What follows belongs to an exercise in optimizing a design on an open flow for small area and a short achievable clock period; a production flow would make more cautious choices. No activity file was given, so power comes from the tool's default toggle rates.

==> flow/design.v <==
module cordic(CosX,SinX,theta,Sign,clock,reset);
	output [16:0] CosX,SinX;
	input  [15:0] theta;
	input  Sign,clock,reset;
	reg [15:0] X;
	reg [16:0] Y;
	reg [13:0] Z;
	reg        S1;             
	reg        zsr;            
	reg [3:0]  sh;             
	wire zs = zsr;
	wire last = (sh == 4'd14);
	wire [13:0] zop =
		(sh == 4'd0)  ? (S1 ? 14'd4720 : (zs ? -14'd4719 : 14'd14447)) :
		(sh == 4'd1)  ? (zs ? 14'd3593 : -14'd3593) :
		(sh == 4'd2)  ? (zs ? 14'd1824 : -14'd1824) :
		(sh == 4'd3)  ? (zs ? 14'd916  : -14'd916)  :
		(sh == 4'd4)  ? (zs ? 14'd458  : -14'd458)  :
		(sh == 4'd5)  ? (zs ? 14'd229  : -14'd229)  :
		(sh == 4'd6)  ? (zs ? 14'd115  : -14'd115)  :
		(sh == 4'd7)  ? (zs ? 14'd57   : -14'd57)   :
		(sh == 4'd8)  ? (zs ? 14'd29   : -14'd29)   :
		(sh == 4'd9) ? (zs ? 14'd14   : -14'd14)   :
		(sh == 4'd10) ? (zs ? 14'd7    : -14'd7)    :
		(sh == 4'd11) ? (zs ? 14'd4    : -14'd4)    :
		(sh == 4'd12) ? (zs ? 14'd2    : -14'd2)    :
		(sh == 4'd13) ? (zs ? 14'd1    : -14'd1)    : 14'd0;
	wire b = X[15];
	wire ysame = &(Y[15:0] ~^ {16{Y[16]}});      
	wire neg = last & (Y[16] ^ (ysame & b & (Y[16] ^ zs)));
	wire [16:0] yx = Y ^ {17{~zs}};
	wire [32:0] yext = {{17{yx[16]}}, yx[16:1]} >> sh;
	wire [15:0] yop = yext[15:0];
	wire [15:0] xx = X ^ {16{zs}};
	wire fillx = zs & ~neg;
	wire [32:0] xext = {{18{fillx}}, xx[15:1] ^ {neg, 14'd0}} >> sh;
	wire [16:0] xop = xext[16:0];
	wire [15:0] ylow = Y[15:0] & ~(16'hFFFE << sh);
	wire yc = Y[16] & (|ylow);
	wire cx = yc ^ ~zs;
	wire cy = zs;
	wire [16:0] ya = Y ^ {17{neg}};
	wire [15:0] SumX; addx ax(.a(X), .b(yop), .ci(cx), .s(SumX));
	wire [16:0] SumY; addy ay(.a(ya), .b(xop), .ci(cy), .s(SumY));
	wire [13:0] SumZ; addz az(.a(Z), .b(zop), .ci(1'b0), .s(SumZ));
	wire t45 = theta[13] & theta[11] & theta[10] & theta[8];
	always @(posedge clock)
		if (reset) begin
			sh <= 4'd0;
			X <= 16'h9B74;
			Y <= Sign ? 17'h1648C : 17'h09B74;
			Z <= theta[13:0] ^ {14{Sign}};
			S1 <= Sign;
			zsr <= ~Sign & ~t45;
		end else begin
			sh <= sh + 4'd1;
			X <= SumX;
			Y <= {SumY[16] | neg, SumY[15:0]};
			Z <= SumZ;
			S1 <= 1'b0;
			zsr <= SumZ[13];
		end
	assign CosX = {1'b0, X};
	assign SinX = Y;
endmodule
module addx(input [15:0] a, input [15:0] b, input ci, output [15:0] s);
  wire [15:0] p = a ^ b;
  wire [15:0] g = a & b;
  wire g0c = g[0] | (p[0] & ci);
  wire gn1 = g[1] | (p[1] & g0c);
  wire gn2 = g[3] | (p[3] & g[2]);
  wire pn2 = p[3] & p[2];
  wire gn3 = g[5] | (p[5] & g[4]);
  wire pn3 = p[5] & p[4];
  wire gn4 = g[7] | (p[7] & g[6]);
  wire pn4 = p[7] & p[6];
  wire gn5 = g[9] | (p[9] & g[8]);
  wire pn5 = p[9] & p[8];
  wire gn6 = g[11] | (p[11] & g[10]);
  wire pn6 = p[11] & p[10];
  wire gn7 = g[13] | (p[13] & g[12]);
  wire pn7 = p[13] & p[12];
  wire gn8 = g[15] | (p[15] & g[14]);
  wire pn8 = p[15] & p[14];
  wire gn9 = gn2 | (pn2 & gn1);
  wire gn10 = gn4 | (pn4 & gn3);
  wire pn10 = pn4 & pn3;
  wire gn11 = gn6 | (pn6 & gn5);
  wire pn11 = pn6 & pn5;
  wire gn12 = gn8 | (pn8 & gn7);
  wire pn12 = pn8 & pn7;
  wire gn13 = gn10 | (pn10 & gn9);
  wire gn14 = gn12 | (pn12 & gn11);
  wire pn14 = pn12 & pn11;
  wire gn15 = gn14 | (pn14 & gn13);
  wire gn16 = gn11 | (pn11 & gn13);
  wire gn17 = gn3 | (pn3 & gn9);
  wire gn18 = gn5 | (pn5 & gn13);
  wire gn19 = gn7 | (pn7 & gn16);
  wire gn20 = g[2] | (p[2] & gn1);
  wire gn21 = g[4] | (p[4] & gn9);
  wire gn22 = g[6] | (p[6] & gn17);
  wire gn23 = g[8] | (p[8] & gn13);
  wire gn24 = g[10] | (p[10] & gn18);
  wire gn25 = g[12] | (p[12] & gn16);
  wire gn26 = g[14] | (p[14] & gn19);
  wire [15:0] c = {gn26, gn19, gn25, gn16, gn24, gn18, gn23, gn13, gn22, gn17, gn21, gn9, gn20, gn1, g0c, ci};
  assign s = p ^ c;
endmodule
module addy(input [16:0] a, input [16:0] b, input ci, output [16:0] s);
  wire [16:0] p = a ^ b;
  wire [16:0] g = a & b;
  wire g0c = g[0] | (p[0] & ci);
  wire gn1 = g[1] | (p[1] & g0c);
  wire gn2 = g[3] | (p[3] & g[2]);
  wire pn2 = p[3] & p[2];
  wire gn3 = g[5] | (p[5] & g[4]);
  wire pn3 = p[5] & p[4];
  wire gn4 = g[7] | (p[7] & g[6]);
  wire pn4 = p[7] & p[6];
  wire gn5 = g[9] | (p[9] & g[8]);
  wire pn5 = p[9] & p[8];
  wire gn6 = g[11] | (p[11] & g[10]);
  wire pn6 = p[11] & p[10];
  wire gn7 = g[13] | (p[13] & g[12]);
  wire pn7 = p[13] & p[12];
  wire gn8 = g[15] | (p[15] & g[14]);
  wire pn8 = p[15] & p[14];
  wire gn9 = gn2 | (pn2 & gn1);
  wire gn10 = gn4 | (pn4 & gn3);
  wire pn10 = pn4 & pn3;
  wire gn11 = gn6 | (pn6 & gn5);
  wire pn11 = pn6 & pn5;
  wire gn12 = gn8 | (pn8 & gn7);
  wire pn12 = pn8 & pn7;
  wire gn13 = gn10 | (pn10 & gn9);
  wire gn14 = gn12 | (pn12 & gn11);
  wire pn14 = pn12 & pn11;
  wire gn15 = gn14 | (pn14 & gn13);
  wire gn16 = gn11 | (pn11 & gn13);
  wire gn17 = gn3 | (pn3 & gn9);
  wire gn18 = gn5 | (pn5 & gn13);
  wire gn19 = gn7 | (pn7 & gn16);
  wire gn20 = g[2] | (p[2] & gn1);
  wire gn21 = g[4] | (p[4] & gn9);
  wire gn22 = g[6] | (p[6] & gn17);
  wire gn23 = g[8] | (p[8] & gn13);
  wire gn24 = g[10] | (p[10] & gn18);
  wire gn25 = g[12] | (p[12] & gn16);
  wire gn26 = g[14] | (p[14] & gn19);
  wire gn27 = g[16] | (p[16] & gn15);
  wire [16:0] c = {gn15, gn26, gn19, gn25, gn16, gn24, gn18, gn23, gn13, gn22, gn17, gn21, gn9, gn20, gn1, g0c, ci};
  assign s = p ^ c;
endmodule
module addz(input [13:0] a, input [13:0] b, input ci, output [13:0] s);
  wire [13:0] p = a ^ b;
  wire [13:0] g = a & b;
  wire g0c = g[0] | (p[0] & ci);
  wire gn1 = g[1] | (p[1] & g0c);
  wire gn2 = g[3] | (p[3] & g[2]);
  wire pn2 = p[3] & p[2];
  wire gn3 = g[5] | (p[5] & g[4]);
  wire pn3 = p[5] & p[4];
  wire gn4 = g[7] | (p[7] & g[6]);
  wire pn4 = p[7] & p[6];
  wire gn5 = g[9] | (p[9] & g[8]);
  wire pn5 = p[9] & p[8];
  wire gn6 = g[11] | (p[11] & g[10]);
  wire pn6 = p[11] & p[10];
  wire gn7 = g[13] | (p[13] & g[12]);
  wire pn7 = p[13] & p[12];
  wire gn8 = gn2 | (pn2 & gn1);
  wire gn9 = gn4 | (pn4 & gn3);
  wire pn9 = pn4 & pn3;
  wire gn10 = gn6 | (pn6 & gn5);
  wire pn10 = pn6 & pn5;
  wire gn11 = gn9 | (pn9 & gn8);
  wire gn12 = gn10 | (pn10 & gn11);
  wire gn13 = gn3 | (pn3 & gn8);
  wire gn14 = gn5 | (pn5 & gn11);
  wire gn15 = gn7 | (pn7 & gn12);
  wire gn16 = g[2] | (p[2] & gn1);
  wire gn17 = g[4] | (p[4] & gn8);
  wire gn18 = g[6] | (p[6] & gn13);
  wire gn19 = g[8] | (p[8] & gn11);
  wire gn20 = g[10] | (p[10] & gn14);
  wire gn21 = g[12] | (p[12] & gn12);
  wire [13:0] c = {gn21, gn12, gn20, gn14, gn19, gn11, gn18, gn13, gn17, gn8, gn16, gn1, g0c, ci};
  assign s = p ^ c;
endmodule
export LEC_CHECK = 0
export ABC_AREA = 1
export CAP_MARGIN = 20
export CORE_MARGIN = 2
export CORE_UTILIZATION = 60
export CTS_BUF_LIST = sky130_fd_sc_hd__clkbuf_8
export SETUP_SLACK_MARGIN = 0.5
export SLEW_MARGIN = 20
create_clock -name core_clock -period 15.0 [get_ports {clock}]
standard.sh (not shown) runs the stock make flow with config.mk's settings and CLKGATE_MAP_FILE= SYNTH_SCRIPT=/design/flow/synth_recipe.tcl, a recipe that flattens the netlist after the stock synthesis.
==> flow/flow/run.sh <==
#!/bin/bash
# The standard layout (standard.sh), with repair_timing aiming for a
# setup margin of 10.9 ns and buf_2 port buffers. make's output goes to
# flow_make.log here; each ORFS step logs under orfs/logs.
set -euo pipefail
sed -e "s/SETUP_SLACK_MARGIN=[0-9.]*/SETUP_SLACK_MARGIN=10.9 'BUFFER_PORTS_ARGS=-buffer_cell sky130_fd_sc_hd__buf_2'/" standard.sh > my_standard.sh
bash my_standard.sh > flow_make.log 2>&1
The baseline went through all stages and came out clean.
Change:
--- a/flow/design.v
+++ b/flow/design.v
@@ -4,59 +4,58 @@
 	input  Sign,clock,reset;
 	reg [15:0] X;
 	reg [16:0] Y;
 	reg [13:0] Z;
 	reg        S1;             
 	reg        zsr;            
-	reg [3:0]  sh;             
+	reg [3:0]  iteration;
 	wire zs = zsr;
-	wire last = (sh == 4'd14);
+	wire last = (iteration == 4'd15);
 	wire [13:0] zop =
-		(sh == 4'd0)  ? (S1 ? 14'd4720 : (zs ? -14'd4719 : 14'd14447)) :
-		(sh == 4'd1)  ? (zs ? 14'd3593 : -14'd3593) :
-		(sh == 4'd2)  ? (zs ? 14'd1824 : -14'd1824) :
-		(sh == 4'd3)  ? (zs ? 14'd916  : -14'd916)  :
-		(sh == 4'd4)  ? (zs ? 14'd458  : -14'd458)  :
-		(sh == 4'd5)  ? (zs ? 14'd229  : -14'd229)  :
-		(sh == 4'd6)  ? (zs ? 14'd115  : -14'd115)  :
-		(sh == 4'd7)  ? (zs ? 14'd57   : -14'd57)   :
-		(sh == 4'd8)  ? (zs ? 14'd29   : -14'd29)   :
-		(sh == 4'd9) ? (zs ? 14'd14   : -14'd14)   :
-		(sh == 4'd10) ? (zs ? 14'd7    : -14'd7)    :
-		(sh == 4'd11) ? (zs ? 14'd4    : -14'd4)    :
-		(sh == 4'd12) ? (zs ? 14'd2    : -14'd2)    :
-		(sh == 4'd13) ? (zs ? 14'd1    : -14'd1)    : 14'd0;
+		(iteration == 4'd1)  ? (S1 ? 14'd4720 : (zs ? -14'd4719 : 14'd14447)) :
+		(iteration == 4'd2)  ? (zs ? 14'd3593 : -14'd3593) :
+		(iteration == 4'd3)  ? (zs ? 14'd1824 : -14'd1824) :
+		(iteration == 4'd4)  ? (zs ? 14'd916  : -14'd916)  :
+		(iteration == 4'd5)  ? (zs ? 14'd458  : -14'd458)  :
+		(iteration == 4'd6)  ? (zs ? 14'd229  : -14'd229)  :
+		(iteration == 4'd7)  ? (zs ? 14'd115  : -14'd115)  :
+		(iteration == 4'd8)  ? (zs ? 14'd57   : -14'd57)   :
+		(iteration == 4'd9)  ? (zs ? 14'd29   : -14'd29)   :
+		(iteration == 4'd10) ? (zs ? 14'd14   : -14'd14)   :
+		(iteration == 4'd11) ? (zs ? 14'd7    : -14'd7)    :
+		(iteration == 4'd12) ? (zs ? 14'd4    : -14'd4)    :
+		(iteration == 4'd13) ? (zs ? 14'd2    : -14'd2)    :
+		(iteration == 4'd14) ? (zs ? 14'd1    : -14'd1)    : 14'd0;
 	wire b = X[15];
 	wire ysame = &(Y[15:0] ~^ {16{Y[16]}});      
 	wire neg = last & (Y[16] ^ (ysame & b & (Y[16] ^ zs)));
 	wire [16:0] yx = Y ^ {17{~zs}};
-	wire [32:0] yext = {{17{yx[16]}}, yx[16:1]} >> sh;
+	wire [32:0] yext = {{16{yx[16]}}, yx} >> iteration;
 	wire [15:0] yop = yext[15:0];
 	wire [15:0] xx = X ^ {16{zs}};
-	wire fillx = zs & ~neg;
-	wire [32:0] xext = {{18{fillx}}, xx[15:1] ^ {neg, 14'd0}} >> sh;
-	wire [16:0] xop = xext[16:0];
-	wire [15:0] ylow = Y[15:0] & ~(16'hFFFE << sh);
+	wire [32:0] xext = {{17{zs}}, xx} >> iteration;
+	wire [16:0] xop = neg ? {15'd0, zs & b, ~b} : xext[16:0];
+	wire [15:0] ylow = Y[15:0] & ~(16'hFFFF << iteration);
 	wire yc = Y[16] & (|ylow);
 	wire cx = yc ^ ~zs;
-	wire cy = zs;
+	wire cy = zs & ~neg;
 	wire [16:0] ya = Y ^ {17{neg}};
 	wire [15:0] SumX; addx ax(.a(X), .b(yop), .ci(cx), .s(SumX));
 	wire [16:0] SumY; addy ay(.a(ya), .b(xop), .ci(cy), .s(SumY));
 	wire [13:0] SumZ; addz az(.a(Z), .b(zop), .ci(1'b0), .s(SumZ));
 	wire t45 = theta[13] & theta[11] & theta[10] & theta[8];
 	always @(posedge clock)
 		if (reset) begin
-			sh <= 4'd0;
+			iteration <= 4'd1;
 			X <= 16'h9B74;
 			Y <= Sign ? 17'h1648C : 17'h09B74;
 			Z <= theta[13:0] ^ {14{Sign}};
 			S1 <= Sign;
 			zsr <= ~Sign & ~t45;
 		end else begin
-			sh <= sh + 4'd1;
+			iteration <= iteration + 4'd1;
 			X <= SumX;
 			Y <= {SumY[16] | neg, SumY[15:0]};
 			Z <= SumZ;
 			S1 <= 1'b0;
 			zsr <= SumZ[13];
 		end
Via count drops by about 1.3%.
Final area drops by 0.38%.
Utilization drops by 1.0 points.
Power drops by 2.6%.
Worst hold slack got worse by 36 ps.
Combinational power is about the same.
Fmax drops by 2.4%.
Non-clock buffer count drops by 10.
No functional check of the RTL was part of any run of this note.

-- port drivers added, routing unchanged --
Ports are ideal in the flow. The routed layouts listed here were re-timed in OpenROAD. Step 1 (the two cells are an assumption about what drives the block):
set clk [get_ports {clock}]
set_driving_cell -lib_cell sky130_fd_sc_hd__clkbuf_16 $clk
set_driving_cell -lib_cell sky130_fd_sc_hd__buf_2 [delete_from_list [all_inputs] $clk]
Step 2 also shifts input and output timing later by t, the mid clock arrival at the registers, as if the neighbouring blocks saw the same clock. a / b / c = ideal / step 1 / step 2; a / b = the first two.
run | t (ns) | slack for setup (ns) | worst setup path after step 2 | worst slew at a driven data input, ns | cell pins on the clock port's net
the first run | 0.372 | 10.806 / 10.806 / 10.591 | input to register | 0.04 | 1
the second run | 0.359 | 10.701 / 10.701 / 10.650 | input to register | 0.04 | 1
After both steps every run listed still meets setup and hold. The setup slack of the first run, which loses most, moves by 0.000 ns with the drivers and by -0.215 ns with both steps.
